Context: an optimization exercise on an open-source flow, tuned for small area, a short achievable clock period and few clock cycles. The choices shown serve that exercise and are no tape-out recipe. Where RTL was checked, it was by simulation tests only, not by an equivalence proof against the original. For run 2, only the layout was checked, not whether the RTL still works. Power is estimated from default activity; no workload was simulated.

==> flow/design.v, too long to show whole: its modules and the start of the top module <==
// module LASER: 3294 lines
module LASER (
    input            CLK,
    input            RST,
    input      [3:0] X,
    input      [3:0] Y,
    output reg [3:0] C1X,
    output reg [3:0] C1Y,
    output reg [3:0] C2X,
    output reg [3:0] C2Y,
    output reg       DONE
);
  // ...
==> flow/flow/run.sh <==
#!/bin/bash
# The standard layout (standard.sh), with one change: the buffer that
# buffer_ports puts on every input and output port is sky130_fd_sc_hd__buf_2.
set -euo pipefail
bash standard.sh BUFFER_PORTS_ARGS="-buffer_cell sky130_fd_sc_hd__buf_2" finish > orfs_make.log 2>&1
==> flow/standard.sh <==
#!/bin/bash
# synth_recipe.tcl (not shown) runs the flow's synth.tcl, then flattens the netlist and writes it again
# the make line also repeats each setting of config.mk as NAME=value (left out here)
make -C /OpenROAD-flow-scripts/flow DESIGN_CONFIG=/design/flow/config.mk WORK_HOME=/design/flow/orfs CLKGATE_MAP_FILE= SYNTH_SCRIPT=/design/flow/synth_recipe.tcl "${@:-finish}"
==> flow/config.mk <==
export PLATFORM = sky130hd
export DESIGN_NAME = LASER
export DESIGN_NICKNAME = LASER
export VERILOG_FILES = /design/flow/design.v
export SDC_FILE = /design/flow/constraint.sdc
export NUM_CORES = 4
export LEC_CHECK = 0
export CAP_MARGIN = 20
export CORE_MARGIN = 2
export CORE_UTILIZATION = 40
export CTS_CLUSTER_DIAMETER = 100
export CTS_CLUSTER_SIZE = 24
export SLEW_MARGIN = 20
==> flow/constraint.sdc <==
create_clock -name core_clock -period 11.0 [get_ports {CLK}]
set_input_delay 2.2000 -clock core_clock [delete_from_list [all_inputs] [get_ports {CLK}]]
set_output_delay 2.2000 -clock core_clock [all_outputs]
set_load 0.01 [all_outputs]
==> results.tsv, run 1 <==
metric	value	unit
overall power	15.7	mW
outcome	no timing/DRC/antenna violations	
compound-cell area share of the yosys netlist	16.6	%
final setup fails	0	
Crit Path Category	reg2reg	
met3 wire length	14700	um
Yosys cell types	85	
maximum number of buffers from clock root to sink	3	
PnR worst setup slack	7.41	ns
cell chain of the critical path	ha_1 > ha_1 > inv_1 > maj3_1 > maj3_1 > maj3_1 > maj3_1 > o21ai_1 > a21boi_1 > a22oi_1 > o221ai_1	
fraction of synthesized cell area taken by the top area cell type	29.7	%
capturing point of the worst reg2reg path	gc1[3]	
Power Density	194	nW/um^2
Clock Latency Late Sink	0.76	ns
Clk power	2.63	mW
switching share of power	42.4	%
area of the mapped netlist	76500	sq um
number of signal-net inverters in the final layout	1404	
most common cell after layout, fill and taps aside	inv_1	
endpoint of the worst hold-timing path	eL	
final-layout worst hold slack	0.332	ns
uppermost routed layer	met5	
Post-Synthesis Net Count	9638	
via density per instance	5.40	
worst r2r src	s5_0_0	
portion of the layout cell area used by non-clock buffers	0.448	%
TritonCTS Buffers	59	
ports placed on the boundary	27	
TritonCTS clock tree	yes	
cell type with the highest aggregate area in the netlist	dfxtp_1	
R2R Setup Slk	7.41	ns
wire length of the first global-routing pass	356000	um
pre-CTS WS	6.95	ns
combinational share of power	48.3	%
number of detailed-routing iterations run before antenna repair	7	
total instance count after detailed placement	10800	
iteration-0 DRC count of the detailed router	4973	
routed wire length on met2	101000	um
Avg Synthesized Cell Area	9.07	sq um
Testbench counts, summed over its fixed seeds: cycles 6,413.
==> run 2: changes to the inputs <==
--- a/flow/design.v
+++ b/flow/design.v
@@ -18,16 +18,17 @@
   reg         bV, bM, bL, cV, cL, dV, dL, eV, eL, fV, fL;
   reg  [3:0]  bY, cY, dY, eY, fY;
   reg  [3:0]  mx;            
   reg  [3:0]  ya;            
   reg         issue;         
   reg         aS, bS, cS, dS, eS, fS;    
   reg         tail, tfirst, tookd, ended, kall;
   reg         mv;            
+  reg  [3:0]  s1x, s1y, s2x, s2y;    
   reg  [5:0]  B;
   reg  [1:0]  cnt;
   reg  [5:0]  bcnt;
   reg  [3:0]  bx, by;
   function [2:0] rclass(input [3:0] y, input [3:0] p);
     reg [4:0] d;
     begin
       d = {1'b0, y} - {1'b0, p};
@@ -3201,18 +3202,18 @@
     fc <= ce_0; fi <= ie_0;
   end
   wire       cur  = fV & ~fS;                  
   wire       take = cur & (fc >= bcnt);
   wire [5:0] nbc = take ? fc : bcnt;
   wire [3:0] nbx = take ? fi : bx;
   wire [3:0] nby = take ? fY : by;
   wire       pe  = cur & fL;                   
-  wire [3:0] ox = mv ? C2X : C1X;
-  wire [3:0] oy = mv ? C2Y : C1Y;
+  wire [3:0] ox = mv ? s2x : s1x;
+  wire [3:0] oy = mv ? s2y : s1y;
   wire       eqBt = (fc == B), eqBb = (bcnt == B);
   wire       fint = ((fi == ox) && (fY == oy)) | (eqBt & (cnt == 2'd2));
   wire       finb = ((bx == ox) && (by == oy)) | (eqBb & (cnt == 2'd2));
   wire       eqB  = take ? eqBt : eqBb;
   wire       fin  = take ? fint : finb;
   wire       tfirst_n = ~RST & ~issue & aV & (yq == 4'd15) & ~aS;
   wire       tail_n = RST ? 1'b0 :
                       pe ? (~fin & take) :
@@ -3221,16 +3222,22 @@
   wire       issue_n = tail_n & (tfirst_n | take);
   wire [3:0] yq_n = issue ? 4'd0 : aV ? yq + 4'd1 : inp ? 4'd0 : yq;
   always @(posedge CLK) begin
     issue <= issue_n;
     ya <= issue_n ? nby : yq_n;
   end
   wire in00 = ((X == 4'd0) & (Y <= 4'd4)) | ((X <= 4'd2) & (Y <= 4'd3)) |
               ((X <= 4'd3) & (Y <= 4'd2)) | ((X <= 4'd4) & (Y == 4'd0));
+  always @(posedge CLK) begin
+    C1X <= (pe & ~mv) ? nbx : inp ? 4'd0 : s1x;
+    C1Y <= (pe & ~mv) ? nby : inp ? 4'd0 : s1y;
+    C2X <= (pe &  mv) ? nbx : inp ? 4'd0 : s2x;
+    C2Y <= (pe &  mv) ? nby : inp ? 4'd0 : s2y;
+  end
   wire [39:0] hitv = {hit39,hit38,hit37,hit36,hit35,hit34,hit33,hit32,hit31,hit30,hit29,hit28,hit27,hit26,hit25,hit24,hit23,hit22,hit21,hit20,hit19,hit18,hit17,hit16,hit15,hit14,hit13,hit12,hit11,hit10,hit9,hit8,hit7,hit6,hit5,hit4,hit3,hit2,hit1,hit0};
   always @(posedge CLK) begin
     tx <= {tx[155:0], inp ? X : tx[159:156]};
     ty <= {ty[155:0], inp ? Y : ty[159:156]};
     if (issue)   tm <= 40'd0;
     else if (bM) tm <= {hitv[37:0], hitv[39:38]};
     else         tm <= {tm[38:0], inp ? in00 : tm[39]};
     bY <= yq; cY <= bY; dY <= cY; eY <= dY; fY <= eY;
@@ -3249,17 +3256,17 @@
       bM <= issue;
       cV <= bV & ~(issue & bS) & ~kall;
       dV <= cV & ~(issue & cS) & ~kall;
       eV <= dV & ~(issue & dS) & ~kall;
       fV <= eV & ~(issue & eS) & ~kall;
       tfirst <= 1'b0;
       if (inp) begin
         icnt <= icnt + 6'd1;
-        C1X <= 4'd0; C1Y <= 4'd0; C2X <= 4'd0; C2Y <= 4'd0;
+        s1x <= 4'd0; s1y <= 4'd0; s2x <= 4'd0; s2y <= 4'd0;
         mv <= 1'b0; B <= 6'd0; cnt <= 2'd0; bcnt <= 6'd0;
         yq <= 4'd0; aS <= 1'b0;
         if (icnt == 6'd38) aV <= 1'b1;    
         if (icnt == 6'd39) inp <= 1'b0;
       end
       if (DONE) begin
         DONE <= 1'b0; inp <= 1'b1; icnt <= 6'd0;
       end
@@ -3271,18 +3278,18 @@
         yq <= yq + 4'd1;
         if (yq == 4'd15) begin
           aV <= 1'b0;
           if (~aS) begin tail <= 1'b1; tfirst <= 1'b1; end
         end
       end
       if (pe) begin
         aS <= 1'b0;
-        if (mv) begin C2X <= nbx; C2Y <= nby; end
-        else    begin C1X <= nbx; C1Y <= nby; end
+        if (mv) begin s2x <= nbx; s2y <= nby; end
+        else    begin s1x <= nbx; s1y <= nby; end
         B <= nbc; cnt <= eqB ? cnt + 2'd1 : 2'd0;
         bcnt <= 6'd0;
         mv <= ~mv;
         if (fin) begin
           DONE <= 1'b1; tail <= 1'b0; ended <= 1'b0;
         end else if (take) begin
           tail <= 1'b1; ended <= 1'b1;
         end else begin
==> results.tsv, run 2 <==
metric	value	unit	change
worst hold path stage count	0		
via count of the first global-routing pass	59000		
pre-CTS WS	7.02	ns	+0.0626 ns
peak per-stage delay on the critical path	0.61	ns	
switching share of power	43.7	%	+1.4 points
signal arrival time at the worst endpoint	4.26	ns	
total number of yosys warnings	1		
clock sink total	1186		
final net count	9592		
routed wire length per instance	22.6	um	
overall die height	444	um	
cell chain of the critical path	inv_1 > ha_1 > ha_1 > nor2b_1 > o21a_1 > o21ai_0 > and2_1 > nor2_1 > a211oi_1 > o311ai_0 > fa_1 > inv_1		
master cell of the clock root buffer	clkbuf_16		
unrepaired setup endpoints after global routing	no		
post-route setup TNS	0	ns	
multi-input gate area in the final layout	47400	sq um	
maximum number of buffers from clock root to sink	3		unchanged
GRT Util Overall	24.9	%	
TritonCTS clock tree	yes		
DRC errors left	0		
Placeable Area	192000	sq um	
total instance count after detailed placement	10800		+0.66%
main flop type after synthesis	dfxtp_1		
relative max-transition margin	33.4	%	
area of the mapped netlist	77400	sq um	+1.2%
Avg Synthesized Cell Area	9.14	sq um	+0.80%
total count of hold-check failures in the final report	0		
sequential fraction of design power	33.6	%	
outcome	no timing/DRC/antenna violations		
overall power	16.6	mW	+6.1%
Detailed Route WL	248000	um	
Least-Margin Pin Slew	0.993	ns	
Pint	9.37	mW	
Post-Syn Instances	8469		
nature of the critical path startpoint	flip-flop		
most instantiated cells after synthesis	inv_1 (1362), dfxtp_1 (1152), fa_1 (648)		
row count	161		
initial antenna violation count	17		
flip-flop and latch area	24100	sq um	
count of flip-flops with a built-in enable after synthesis	34		
number of max-slew violations in the final report	0		
Post-Synthesis Net Count	9671		+0.34%
WP data required	11.60	ns	
number of H-tree levels	3		
highest-delay cell along the critical path	fa_1		
Crit Path Category	reg2reg		
Hold Path Class	reg2reg		
Worst Setup End Kind	flip-flop		
wire length of the first global-routing pass	373000	um	+4.8%
Yosys cell types	101		+19%
most common cell after layout, fill and taps aside	inv_1		
fraction of synthesized cell area taken by the top area cell type	29.8	%	+0.063 points
Post-Layout Inst Area	82200	sq um	
R2R cell count	12		
count of filler cells inserted in the layout	18600		
antenna violation net count after detailed routing	0		
maximum clock frequency	273	MHz	
die area	197000	sq um	
top cells by area in the synthesized netlist	dfxtp_1 (30%), fa_1 (17%), ha_1 (8.8%)		
total congestion overflow	0		
number of gates given a new drive strength after cts	0		
Clock Skew	0.0509	ns	
routability-driven placement congestion ratio	0.982		
Leakage	37.7	nW	
ports placed on the boundary	27		unchanged
clock transition at the register clock pins on the worst setup and hold paths after CTS	0.09	ns	
final setup fails	0		unchanged
PnR worst setup slack	7.33	ns	-0.0761 ns
fraction of the yosys area taken by sequential cells	31.1	%	
Clk network pwr share	16.7	%	
final cell count without fillers	10900		
ratio of cells with drive above 1 in the final layout	2.83	%	
share of synthesized registers carrying an async set or reset	0	%	
leading cell type by number of instances after synthesis	inv_1		
number of detailed-routing iterations run before antenna repair	8		+1
leading registers by flop count	tx: 160 flops, ty: 160 flops, tm: 40 flops		
DR vias	59900		
cell type with the highest aggregate area in the netlist	dfxtp_1		
post-synthesis sequential element count	1186		
iteration-0 DRC count of the detailed router	5952		+20%
Net Switching	7.28	mW	
count of buffers from port buffering	26		
TritonCTS Buffers	66		+12%
area growth from synthesis to layout	6.20	%	
count of hold-fix buffers inserted at cts	0		
Die X	444	um	
critical path peak fanout	5		
post-detailed-placement cell area	80200	sq um	
via density per instance	5.47		+1.4%
Period minus WS final	3.67	ns	
Post-CTS Setup Inserts	0		
effective utilization at floorplan	40.2	%	
Clock Latency Late Sink	0.73	ns	-0.03 ns
commonest cells after routing, fill and taps aside	inv_1 (1361), dfxtp_1 (1147), fa_1 (648)		
Power Density	203	nW/um^2	+4.6%
HPWL after DPL	203000	um	
pin count of the biggest net entering global routing	61		
IR drop worst, VDD	0.143	mV	
combinational share of power	49.7	%	+1.4 points
Tcrit/Tclk final	33.3	%	
number of max-capacitance violations reported	0		
## run 2: cell count changes after synthesis, moves of 22 or more
cell / before / now
nor3_1: 97 / 128
maj3_1: 148 / 126
nor2_1: 624 / 498
a21o_1: 203 / 179
o211ai_1: 123 / 153
o21bai_1: 45 / 86
inv_1: 1400 / 1362
o32ai_1: 28 / 3
and2_1: 67 / 89
o21ai_0: 464 / 493
nand2_1: 602 / 634
clkbuf_1: 203 / 177
## run 2: metal layers
metal  vias to the layer above  wire length [um]  track usage, %
met4                         4              9100            8.83
li1                      28200                 -               -
met2                      2006            107000            38.2
met5                         -                27               0
met3                       300             15300            3.50
met1                     29400            116000            35.7
## run 2: stage by stage
stage	utilization (%)	hold WS, ns
2_1_floorplan	-	0.310
3_3_place_gp	41.7	0.310
3_5_place_dp	41.7	0.312
4_1_cts	42.7	0.333
5_1_grt	42.7	0.340
6_report	42.7	0.330
## run 2: final cells by class
type	count	share of cell area, %
antenna	3	0.00913
clock buffer	76	2.14
clock inverter	22	0.318
inverter	1363	6.22
multi-input combinational	5718	57.7
sequential	1186	29.3
tap	2526	3.85
timing repair buffer	55	0.438
## run 2: worst paths after layout
kind / from / to / slack (ns)
min reg2reg: cY[3] / dY[3] / 0.33
min: cY[3] / dY[3] / 0.33
max: ca5[0] / r1_0_1 / 7.33
max reg2reg: ca5[0] / r1_0_1 / 7.33
## run 2: logic make-up (layout without fill, tap and decap cells)
kind of cell    count (synthesis)  in the layout  share of synthesized area [%]
other cells                     1              4                        0.00485
simple gates                 1889           1889                           11.3
buf+inv                      1565           1516                           7.60
compound gates               2072           2072                           17.6
xor+xnor                      367            367                           4.20
flops                        1186           1186                           31.1
mux                            67             67                          0.875
fa+ha+maj                    1322           1322                           27.2
## run 2: power by group through the flow
stage | Clock, mW | Sequential (mW) | Combinational [mW]
3_5_place_dp | 0 | 5.67 | 8.12
4_1_cts | 2.87 | 5.58 | 8.14
3_3_place_gp | 0 | 5.67 | 8.02
2_1_floorplan | 0 | 5.43 | 5.32
5_1_grt | 3.01 | 5.65 | 9.06
6_report | 2.79 | 5.59 | 8.27
## run 2: worst max-delay path: cells and delay by family, from the launching register on
| family | cells | cell delay, ns |
|---|---|---|
| buffers and inverters | 2 | 0.09 |
| AND/OR/NAND/NOR | 3 | 0.53 |
| flip-flops | 1 | 0.34 |
| AO/OA/AOI/OAI | 4 | 1.31 |
| adder cells (fa/ha/maj) | 3 | 1.31 |

==> static timing again, ports no longer ideal <==
How much do the figures lean on ideal ports? The routed layouts below were timed once more, with nothing changed but the port constraints.
Step 1 (the two cells are an assumption about what drives the block):
set clk [get_ports {CLK}]
set_driving_cell -lib_cell sky130_fd_sc_hd__clkbuf_16 $clk
set_driving_cell -lib_cell sky130_fd_sc_hd__buf_2 [delete_from_list [all_inputs] $clk]
Step 2 adds t to the input delays and takes it off the output delays; t is the mean of the earliest and latest rising clock arrival at the registers after step 1. Input paths then give back, and output paths get back, about the clock's delay inside the block.
Slacks: ideal ports / drivers / drivers and shift; pairs: ideal ports / drivers.
run	t, ns	setup slack, ns	worst hold slack (ns)	worst slew at a driven data input, ns
run 1	0.816	7.410 / 7.358 / 6.945	0.332 / 0.332 / 0.332	0.03
run 2	0.774	7.334 / 7.334 / 6.984	0.330 / 0.330 / 0.330	0.06
After both steps every run listed still meets setup and hold. For run 1, which loses most, drivers alone change the setup slack by -0.052 ns; drivers and shift together by -0.465 ns.
